From an optimization exercise on the open Yosys and OpenROAD flow, aimed at small area; shortcuts taken in it are not production practice.
Where RTL was checked, it was by simulation tests only, not by an equivalence proof against the original.
The clock input has no modelled driver; a real chip could not lean on it and would need a root buffer or a full tree.

==> 03-20 <==
==> flow/design.v <==
`timescale 1ns/10ps
module UART_top(
    input  clk,
    input  res,
    input  RX,
    output TX
);
localparam [12:0] T_RX   = 13'b1000100010000;
localparam [12:0] K5000  = 13'b1000010110000;
localparam [12:0] T_TX   = 13'b0000100101110;
localparam [12:0] M_TX   = 13'b1011011111101;   
localparam [12:0] KT5    = 13'b0110000010010;
localparam [12:0] KT5000 = 13'b0110010010010;
function [12:0] step(input [12:0] x);
  step = {x[11:0], x[12] ^ x[9] ^ x[7] ^ x[4]};
endfunction
localparam [12:0] P = 13'b1010101010101;
reg  [5:0]  s;
reg  [12:0] rcq;          
wire [12:0] rc    = rcq ^ P;
wire        rxd   = rc[0];
wire        idle  = s[5];
wire        init  = s[5] & s[4];
wire [1:0]  bc    = s[4:3];
wire [2:0]  bi    = s[2:0];
wire        rtc   = (rc == T_RX);
wire        wt    = ~idle & (rc[12:1] == 12'd0);
wire        det   = wt & ~RX & rxd;
wire        first = (bc == 2'd3);
wire        samp  = ~idle & rtc;
wire        last  = samp & (bi == 3'd7);
wire        leave = idle & rtc & (s[3:0] == 4'd12);
wire        clr   = last | leave;
always @(posedge clk or negedge res)
  if (~res) s <= 6'b110000;
  else if (init) s <= {5'b10000, RX};
  else if (idle) begin
    if (rtc) s <= leave ? 6'b011000 : (RX ? {2'b10, s[3:0] + 4'd1} : 6'b100000);
  end else if (det & first) s <= 6'b000000;
  else if (samp) begin
    if (bi == 3'd7) s <= {1'b0, (bc == 2'd2) ? 2'd0 : bc + 2'd1, 3'd0};
    else s <= s + 6'd1;
  end
wire [12:0] rs = step(rc);
always @(posedge clk) begin
  if (init | (rtc & ~clr)) rcq <= K5000 ^ P;
  else rcq <= {rs[12:10], rs[9] & ~clr, rs[8:6], rs[5] & ~clr, rs[4],
               rs[3] | (det & first), rs[2] | (det & ~first), rs[1] & ~wt,
               (wt | leave) ? RX : rs[0]} ^ P;
end
reg       o0, o2, c;
reg [7:0] R;            
wire ok  = ~(o2 & o0);
wire a   = R[0];
wire bb  = RX ^ o0;
wire f   = o2 ? (c ? (a | RX) : (a & RX)) : (a ^ bb ^ c);
wire co  = (a & bb) | (a & c) | (bb & c);
wire vf  = c & ~RX;
reg  [3:0]  t;          
reg  [12:0] tq;         
wire [12:0] tcnt = tq ^ P;
wire ttc    = ((tcnt & M_TX) == (T_TX & M_TX));  
wire rot    = t[3] & ttc;
always @(posedge clk) begin
  if (samp & (bc == 2'd0)) begin
    case (bi)
      3'd0: begin o0 <= RX; c <= 1'b1; end
      3'd1: o2 <= RX;
      3'd2: begin c <= c & (RX ^ o2); o2 <= RX; end
      3'd3: c <= c & RX;
      3'd7: begin o2 <= o2 | ~vf; o0 <= ~vf | (~o2 & o0); c <= o0; end
      default: c <= c & ~RX;
    endcase
  end
  if (samp & (bc == 2'd2) & ~o2) c <= co;
end
always @(posedge clk)
  if (idle & rtc) R <= {1'b0, R[7:1]};
  else if (rot) R <= {R[0], R[7:1]};
  else if (samp & ok & (bc == 2'd1)) R <= {RX, R[7:1]};
  else if (samp & ok & (bc == 2'd2)) R <= {f, R[7:1]};
always @(posedge clk or negedge res)
  if (~res) t <= 4'd0;
  else if (last & (bc == 2'd2)) t <= 4'd6;
  else if ((t != 4'd0) & ttc) t <= t + 4'd1;
always @(posedge clk)
  if (t == 4'd0) tq <= KT5 ^ P;
  else if (ttc) tq <= KT5000 ^ P;
  else tq <= step(tcnt) ^ P;
assign TX = t[3] ? R[0] : (t != 4'd7);
endmodule
==> flow/flow/run.sh <==
#!/bin/bash
# Own layout flow: the standard flow (standard.sh, all ORFS steps), with:
#  - synthesis: the standard flow's own Yosys script (synth_recipe.tcl, ORFS synth.tcl),
#    except that ABC maps the logic with each area-oriented script in flow/abc/
#    and the smallest result is kept (flow/abc_multi.tcl), and ORFS's adder
#    extraction is off.  Flip-flops are mapped before ABC, so the registers,
#    their names and cell types are those of the standard synthesis;
#  - the smallest buffer (buf_1) on the input and output ports;
#  - the clock port drives CLK_BUFS clock buffers, each at the centroid of its
#    cluster of flip-flops (flow/cts_pre.tcl, flow/clk_split.tcl), in place of
#    TritonCTS's H-tree.
# The make output goes to flow_make.log; each step's tool log to orfs/logs/.
set -euo pipefail
export CLK_BUFS=${CLK_BUFS:-3} CLK_BUF_CELL=${CLK_BUF_CELL:-sky130_fd_sc_hd__clkbuf_8}
W=$PWD
F=$W/flow
sed -e "/^source \$::env(SCRIPTS_DIR)\/synth_preamble.tcl/a source $F/abc_multi.tcl" \
    -e 's/^  log_cmd abc {\*}\$abc_args/  abc_multi $abc_args/' \
  "$FLOW_HOME/scripts/synth.tcl" > "$W/synth_multi.tcl"
[ "$(grep -c 'abc_multi' "$W/synth_multi.tcl")" = 2 ]
sed "s#source \$::env(SCRIPTS_DIR)/synth.tcl#source $W/synth_multi.tcl#" "$W/synth_recipe.tcl" > "$W/my_synth.tcl"
grep -q "synth_multi.tcl" "$W/my_synth.tcl"
bash "$W/standard.sh" SYNTH_SCRIPT="$W/my_synth.tcl" "MY_ABC_SCRIPTS=$(echo $F/abc/*.abc)" ADDER_MAP_FILE= \
  "BUFFER_PORTS_ARGS=-buffer_cell sky130_fd_sc_hd__buf_1" PRE_CTS_TCL="$F/cts_pre.tcl" \
  finish > "$W/flow_make.log" 2>&1
==> flow/flow/abc/a1.abc <==
strash
dch -f
amap
strash
dch -f
amap
strash
dch -f
amap
==> flow/flow/abc/a2.abc <==
strash
dch -f
amap
strash
dch -f
amap
==> flow/flow/abc/a3.abc <==
strash
balance
rewrite
refactor
balance
rewrite
rewrite -z
balance
refactor -z
rewrite -z
balance
dch -f
amap
strash
dch -f
amap
==> flow/flow/abc/d0.abc <==
strash
&get -n
&deepsyn -J 200 -S 0
&put
dch -f
amap
==> flow/flow/abc/d1.abc <==
strash
&get -n
&deepsyn -J 200 -S 1
&put
dch -f
amap
==> flow/flow/abc/d2.abc <==
strash
&get -n
&deepsyn -J 200 -S 2
&put
dch -f
amap
==> flow/flow/abc/d3.abc <==
strash
&get -n
&deepsyn -J 200 -S 3
&put
dch -f
amap
==> flow/flow/abc/d5.abc <==
strash
&get -n
&deepsyn -J 200 -S 5
&put
dch -f
amap
==> flow/flow/abc/d7.abc <==
strash
&get -n
&deepsyn -J 200 -S 7
&put
dch -f
amap
==> flow/flow/abc/e0.abc <==
strash
&get -n
&deepsyn -J 200 -S 0
&put
dch
amap
==> flow/flow/abc/e1.abc <==
strash
&get -n
&deepsyn -J 200 -S 1
&put
dch
amap
==> flow/flow/abc/e2.abc <==
strash
&get -n
&deepsyn -J 200 -S 2
&put
dch
amap
==> flow/flow/abc/e3.abc <==
strash
&get -n
&deepsyn -J 200 -S 3
&put
dch
amap
==> flow/flow/abc/e5.abc <==
strash
&get -n
&deepsyn -J 200 -S 5
&put
dch
amap
==> flow/flow/abc/e7.abc <==
strash
&get -n
&deepsyn -J 200 -S 7
&put
dch
amap
==> flow/flow/abc/j1000.abc <==
strash
&get -n
&deepsyn -J 1000
&put
dch -f
amap
==> flow/flow/abc_multi.tcl <==
# Runs ABC once per script in $::env(MY_ABC_SCRIPTS) (a list of files) on the same
# design and keeps the smallest result by liberty cell area. Only the combinational
# logic changes between the tries: ABC does not touch the mapped flip-flops.
proc abc_multi {abc_args} {
  puts "abc_multi: scripts $::env(MY_ABC_SCRIPTS)"
  set lib [lindex $abc_args [expr {[lsearch $abc_args -liberty] + 1}]]
  design -save my_pre_abc
  set best ""
  set best_area 1e30
  foreach s $::env(MY_ABC_SCRIPTS) {
    design -load my_pre_abc
    abc {*}[lreplace $abc_args 1 1 $s]
    opt_clean
    set st [tee -q -s result.string stat -liberty $lib]
    if {![regexp {Chip area for module [^:]*: ([0-9.]+)} $st -> area]} { error "abc_multi: no area for $s" }
    puts "abc_multi: $s area $area"
    if {$area < $best_area} { set best_area $area; set best $s; design -save my_best_abc }
  }
  design -load my_best_abc
  puts "abc_multi: kept $best area $best_area"
}
==> flow/flow/clk_split.tcl <==
# Drive the clock's register pins through N buffers of type CELL, one per group of
# registers split by position (k-means on the pin locations), each buffer placed at
# its group's centroid.
proc clk_split {N CELL} {
  set block [ord::get_db_block]
  set net [$block findNet clk]
  set pins {}
  foreach it [$net getITerms] {
    if {[$it isInputSignal] || [[$it getMTerm] getSigType] eq "CLOCK" || 1} {
      set inst [$it getInst]
      if {[[$inst getMaster] isBlock]} continue
      lassign [$it getAvgXY] ok x y
      if {!$ok} { lassign [$inst getLocation] x y }
      lappend pins [list $it $x $y]
    }
  }
  # k-means with N centers, initialized along x
  set sorted [lsort -real -index 1 $pins]
  set n [llength $sorted]
  set centers {}
  for {set k 0} {$k < $N} {incr k} {
    set p [lindex $sorted [expr {int(($k + 0.5) * $n / $N)}]]
    lappend centers [list [lindex $p 1] [lindex $p 2]]
  }
  for {set iter 0} {$iter < 20} {incr iter} {
    set groups {}
    for {set k 0} {$k < $N} {incr k} { lappend groups {} }
    foreach p $pins {
      set best 0; set bd 1e30
      for {set k 0} {$k < $N} {incr k} {
        lassign [lindex $centers $k] cx cy
        set d [expr {abs([lindex $p 1]-$cx) + abs([lindex $p 2]-$cy)}]
        if {$d < $bd} { set bd $d; set best $k }
      }
      lset groups $best [concat [lindex $groups $best] [list $p]]
    }
    set centers {}
    foreach g $groups {
      set sx 0; set sy 0
      foreach p $g { set sx [expr {$sx + [lindex $p 1]}]; set sy [expr {$sy + [lindex $p 2]}] }
      set m [expr {max(1, [llength $g])}]
      lappend centers [list [expr {$sx / $m}] [expr {$sy / $m}]]
    }
  }
  set master [[ord::get_db] findMaster $CELL]
  if {$master eq "NULL" || $master eq ""} { error "clk_split: no cell $CELL" }
  set k 0
  foreach g $groups c $centers {
    if {[llength $g] == 0} continue
    set inst [odb::dbInst_create $block $master "clkbuf_m$k"]
    set onet [odb::dbNet_create $block "clknet_m$k"]
    $onet setSigType CLOCK
    [$inst findITerm A] connect $net
    [$inst findITerm X] connect $onet
    foreach p $g {
      set it [lindex $p 0]
      $it disconnect
      $it connect $onet
    }
    lassign $c cx cy
    $inst setLocation [expr {int($cx)}] [expr {int($cy)}]
    $inst setPlacementStatus PLACED
    puts "clk_split: buffer $k ($CELL) drives [llength $g] pins"
    incr k
  }
  set left [llength [$net getITerms]]
  puts "clk_split: clock port net now has $left cell pins"
  if {$left != $k} { error "clk_split: $left cell pins left on the clock net, expected $k" }
}
==> flow/flow/cts_pre.tcl <==
# Sourced by ORFS's cts.tcl just before clock_tree_synthesis (PRE_CTS_TCL).
# The design has few flip-flops in a small area, so instead of TritonCTS's
# H-tree the clock port drives CLK_BUFS buffers (default one), each placed at
# the centroid of the flip-flop clock pins it drives; clock_tree_synthesis is
# then skipped.
source [file join [file dirname [info script]] clk_split.tcl]
set nbuf [expr {[info exists ::env(CLK_BUFS)] ? $::env(CLK_BUFS) : 1}]
set cell [expr {[info exists ::env(CLK_BUF_CELL)] ? $::env(CLK_BUF_CELL) : "sky130_fd_sc_hd__clkbuf_8"}]
clk_split $nbuf $cell
rename clock_tree_synthesis orig_clock_tree_synthesis
proc clock_tree_synthesis {args} { puts "clock_tree_synthesis skipped: clock buffered by cts_pre.tcl" }
==> flow/standard.sh <==
#!/bin/bash
# synth_recipe.tcl (not shown) runs the flow's synth.tcl, then flattens the netlist and writes it again
# the make line also repeats each setting of config.mk as NAME=value (left out here)
make -C /OpenROAD-flow-scripts/flow DESIGN_CONFIG=/design/flow/config.mk WORK_HOME=/design/flow/orfs CLKGATE_MAP_FILE= SYNTH_SCRIPT=/design/flow/synth_recipe.tcl "${@:-finish}"
==> flow/config.mk <==
export PLATFORM = sky130hd
export DESIGN_NAME = UART_top
export DESIGN_NICKNAME = UART_top
export VERILOG_FILES = /design/flow/design.v
export SDC_FILE = /design/flow/constraint.sdc
export NUM_CORES = 4
export LEC_CHECK = 0
export CAP_MARGIN = 20
export CORE_MARGIN = 2
export CORE_UTILIZATION = 40
export SLEW_MARGIN = 20
==> flow/constraint.sdc <==
create_clock -name core_clock -period 10.0 [get_ports {clk}]
set_input_delay 2.0000 -clock core_clock [delete_from_list [all_inputs] [get_ports {clk}]]
set_output_delay 2.0000 -clock core_clock [all_outputs]
set_load 0.01 [all_outputs]
==> inputs of 08-21, as changes to 03-20 <==
--- a/flow/design.v
+++ b/flow/design.v
@@ -9,6 +9,4 @@
 localparam [12:0] K5000  = 13'b1000010110000;
-localparam [12:0] T_TX   = 13'b0000100101110;
-localparam [12:0] M_TX   = 13'b1011011111101;   
-localparam [12:0] KT5    = 13'b0110000010010;
-localparam [12:0] KT5000 = 13'b0110010010010;
+localparam [12:0] T_TX   = 13'b1000100010000;
+localparam [12:0] KT5000 = 13'b1000010110000;
 function [12:0] step(input [12:0] x);
@@ -19,4 +17,4 @@
 reg  [12:0] rcq;          
+reg         rxd;
 wire [12:0] rc    = rcq ^ P;
-wire        rxd   = rc[0];
 wire        idle  = s[5];
@@ -26,3 +24,3 @@
 wire        rtc   = (rc == T_RX);
-wire        wt    = ~idle & (rc[12:1] == 12'd0);
+wire        wt    = ~idle & (rc == 13'd0);
 wire        det   = wt & ~RX & rxd;
@@ -45,8 +43,9 @@
 always @(posedge clk) begin
+  rxd <= RX & ~last;
   if (init | (rtc & ~clr)) rcq <= K5000 ^ P;
   else rcq <= {rs[12:10], rs[9] & ~clr, rs[8:6], rs[5] & ~clr, rs[4],
-               rs[3] | (det & first), rs[2] | (det & ~first), rs[1] & ~wt,
-               (wt | leave) ? RX : rs[0]} ^ P;
+               rs[3] | (det & first), rs[2] | (det & ~first), rs[1:0]} ^ P;
 end
 reg       o0, o2, c;
+reg       rz;           
 reg [7:0] R;            
@@ -59,5 +58,6 @@
 reg  [3:0]  t;          
-reg  [12:0] tq;         
+reg  [12:0] tq;           
 wire [12:0] tcnt = tq ^ P;
-wire ttc    = ((tcnt & M_TX) == (T_TX & M_TX));  
+wire ttc    = (tcnt == T_TX);
+wire active = t[3] | (t == 4'd7);
 wire rot    = t[3] & ttc;
@@ -76,5 +76,7 @@
 end
+always @(posedge clk or negedge res)
+  if (~res) rz <= 1'b0;
+  else if (samp & (bc == 2'd1) & ok) rz <= 1'b1;
 always @(posedge clk)
-  if (idle & rtc) R <= {1'b0, R[7:1]};
-  else if (rot) R <= {R[0], R[7:1]};
+  if (rot) R <= {R[0], R[7:1]};
   else if (samp & ok & (bc == 2'd1)) R <= {RX, R[7:1]};
@@ -83,9 +85,8 @@
   if (~res) t <= 4'd0;
-  else if (last & (bc == 2'd2)) t <= 4'd6;
-  else if ((t != 4'd0) & ttc) t <= t + 4'd1;
+  else if (last & (bc == 2'd2)) t <= 4'd2;
+  else if ((t != 4'd0 & ~active) | (active & ttc)) t <= t + 4'd1;
 always @(posedge clk)
-  if (t == 4'd0) tq <= KT5 ^ P;
-  else if (ttc) tq <= KT5000 ^ P;
+  if (~active | ttc) tq <= KT5000 ^ P;
   else tq <= step(tcnt) ^ P;
-assign TX = t[3] ? R[0] : (t != 4'd7);
+assign TX = t[3] ? (R[0] & rz) : (t != 4'd7);
 endmodule
==> flow/flow/run.sh (replaced) <==
#!/bin/bash
# Own layout flow: the standard flow (standard.sh, all ORFS steps), with:
#  - synthesis mapping the logic with an area-oriented ABC script (flow/area.abc)
#    instead of ORFS's speed script, and without ORFS's adder extraction; the
#    Yosys script is otherwise the standard flow's own (synth_recipe.tcl), so the registers,
#    their names and cell types are those of the standard synthesis;
#  - the smallest buffer (buf_1) on the input and output ports;
#  - the clock buffered by flow/cts_pre.tcl (one clkbuf per cluster of
#    flip-flops) in place of TritonCTS's H-tree.
# The make output goes to flow_make.log, each step's tool log to orfs/logs/.
set -euo pipefail
export CLK_BUFS=${CLK_BUFS:-3} CLK_BUF_CELL=${CLK_BUF_CELL:-sky130_fd_sc_hd__clkbuf_8}
W=$PWD
F=$W/flow
sed '/^source \$::env(SCRIPTS_DIR)\/synth_preamble.tcl/a set abc_args [lreplace $abc_args 1 1 $::env(MY_ABC_SCRIPT)]' \
  "$FLOW_HOME/scripts/synth.tcl" > "$W/synth_area.tcl"
grep -q 'MY_ABC_SCRIPT' "$W/synth_area.tcl"
sed "s#source \$::env(SCRIPTS_DIR)/synth.tcl#source $W/synth_area.tcl#" "$W/synth_recipe.tcl" > "$W/my_synth.tcl"
grep -q "synth_area.tcl" "$W/my_synth.tcl"
bash "$W/standard.sh" SYNTH_SCRIPT="$W/my_synth.tcl" MY_ABC_SCRIPT="$F/area.abc" ADDER_MAP_FILE= \
  "BUFFER_PORTS_ARGS=-buffer_cell sky130_fd_sc_hd__buf_1" PRE_CTS_TCL="$F/cts_pre.tcl" \
  finish > "$W/flow_make.log" 2>&1
==> flow/flow/area.abc (new file) <==
strash
dch -f
amap
strash
dch -f
amap
strash
dch -f
amap
removed: flow/flow/abc/a1.abc
removed: flow/flow/abc/a2.abc
removed: flow/flow/abc/a3.abc
removed: flow/flow/abc/d0.abc
removed: flow/flow/abc/d1.abc
removed: flow/flow/abc/d2.abc
removed: flow/flow/abc/d3.abc
removed: flow/flow/abc/d5.abc
removed: flow/flow/abc/d7.abc
removed: flow/flow/abc/e0.abc
removed: flow/flow/abc/e1.abc
removed: flow/flow/abc/e2.abc
removed: flow/flow/abc/e3.abc
removed: flow/flow/abc/e5.abc
removed: flow/flow/abc/e7.abc
removed: flow/flow/abc/j1000.abc
removed: flow/flow/abc_multi.tcl
==> inputs of 01-02, as changes to 03-20 <==
--- a/flow/design.v
+++ b/flow/design.v
@@ -9,6 +9,4 @@
 localparam [12:0] K5000  = 13'b1000010110000;
-localparam [12:0] T_TX   = 13'b0000100101110;
-localparam [12:0] M_TX   = 13'b1011011111101;   
-localparam [12:0] KT5    = 13'b0110000010010;
-localparam [12:0] KT5000 = 13'b0110010010010;
+localparam [12:0] T_TX   = 13'b1000100010000;
+localparam [12:0] KT5000 = 13'b1000010110000;
 function [12:0] step(input [12:0] x);
@@ -19,4 +17,4 @@
 reg  [12:0] rcq;          
+reg         rxd;
 wire [12:0] rc    = rcq ^ P;
-wire        rxd   = rc[0];
 wire        idle  = s[5];
@@ -26,3 +24,3 @@
 wire        rtc   = (rc == T_RX);
-wire        wt    = ~idle & (rc[12:1] == 12'd0);
+wire        wt    = ~idle & (rc == 13'd0);
 wire        det   = wt & ~RX & rxd;
@@ -45,6 +43,6 @@
 always @(posedge clk) begin
+  rxd <= RX & ~last;
   if (init | (rtc & ~clr)) rcq <= K5000 ^ P;
   else rcq <= {rs[12:10], rs[9] & ~clr, rs[8:6], rs[5] & ~clr, rs[4],
-               rs[3] | (det & first), rs[2] | (det & ~first), rs[1] & ~wt,
-               (wt | leave) ? RX : rs[0]} ^ P;
+               rs[3] | (det & first), rs[2] | (det & ~first), rs[1:0]} ^ P;
 end
@@ -59,5 +57,6 @@
 reg  [3:0]  t;          
-reg  [12:0] tq;         
+reg  [12:0] tq;           
 wire [12:0] tcnt = tq ^ P;
-wire ttc    = ((tcnt & M_TX) == (T_TX & M_TX));  
+wire ttc    = (tcnt == T_TX);
+wire active = t[3] | (t == 4'd7);
 wire rot    = t[3] & ttc;
@@ -83,7 +82,6 @@
   if (~res) t <= 4'd0;
-  else if (last & (bc == 2'd2)) t <= 4'd6;
-  else if ((t != 4'd0) & ttc) t <= t + 4'd1;
+  else if (last & (bc == 2'd2)) t <= 4'd2;
+  else if ((t != 4'd0 & ~active) | (active & ttc)) t <= t + 4'd1;
 always @(posedge clk)
-  if (t == 4'd0) tq <= KT5 ^ P;
-  else if (ttc) tq <= KT5000 ^ P;
+  if (~active | ttc) tq <= KT5000 ^ P;
   else tq <= step(tcnt) ^ P;
==> flow/flow/abc/a4.abc (new file) <==
strash
dch -f
amap
strash
dch -f
map -a
==> flow/flow/abc/a5.abc (new file) <==
strash
dch -f
map -a
strash
dch -f
map -a
==> flow/flow/abc/d1.abc (replaced) <==
strash
&get -n
&deepsyn -J 200
&put
dch -f
amap
==> flow/flow/abc/d4.abc (new file) <==
strash
&get -n
&deepsyn -J 1000
&put
dch -f
amap
removed: flow/flow/abc/d0.abc
removed: flow/flow/abc/d5.abc
removed: flow/flow/abc/d7.abc
removed: flow/flow/abc/e0.abc
removed: flow/flow/abc/e1.abc
removed: flow/flow/abc/e2.abc
removed: flow/flow/abc/e3.abc
removed: flow/flow/abc/e5.abc
removed: flow/flow/abc/e7.abc
removed: flow/flow/abc/j1000.abc
==> notes <==
Against 08-21, the sequential cell count of 03-20 is lower by 2.
The highest clock skew belongs to 08-21, the lowest to 01-02.
The highest sequential share of layout area belongs to 03-20, the lowest to 01-02.
Register-to-register slack: 03-20 is higher than 08-21 (0.15 ns).
Only the layout flow was run in 08-21; the RTL was not checked for function there. No run of this note takes its clock network from TritonCTS; it comes from the design's own scripts or RTL.

port drivers added, routing unchanged:
The results above use ideal ports. As a check the final layouts listed here were re-extracted and re-timed, cells and wires unchanged.
Step 1: set_driving_cell puts a clkbuf_16 on clk and a buf_2 on each other input, an assumption about the parent block.
Step 2 times the ports against the registers' clock, not the clock port: input delays grow and output delays shrink by t, the midpoint of the rising clock arrivals with the driver on.
a / b / c = ideal / step 1 / step 2; a / b = the first two.
run | shift t [ns] | setup WS [ns] | worst register clock-pin slew, ns
03-20 | 0.192 | 6.617 / 6.639 / 6.447 | 0.10 / 0.10
08-21 | 0.200 | 6.585 / 6.612 / 6.412 | 0.11 / 0.11
01-02 | 0.196 | 6.481 / 6.501 / 6.305 | 0.11 / 0.11
After both steps setup and hold are still met in every run listed. For 01-02, which loses most, drivers alone change the setup slack by +0.020 ns; drivers and shift together by -0.176 ns.
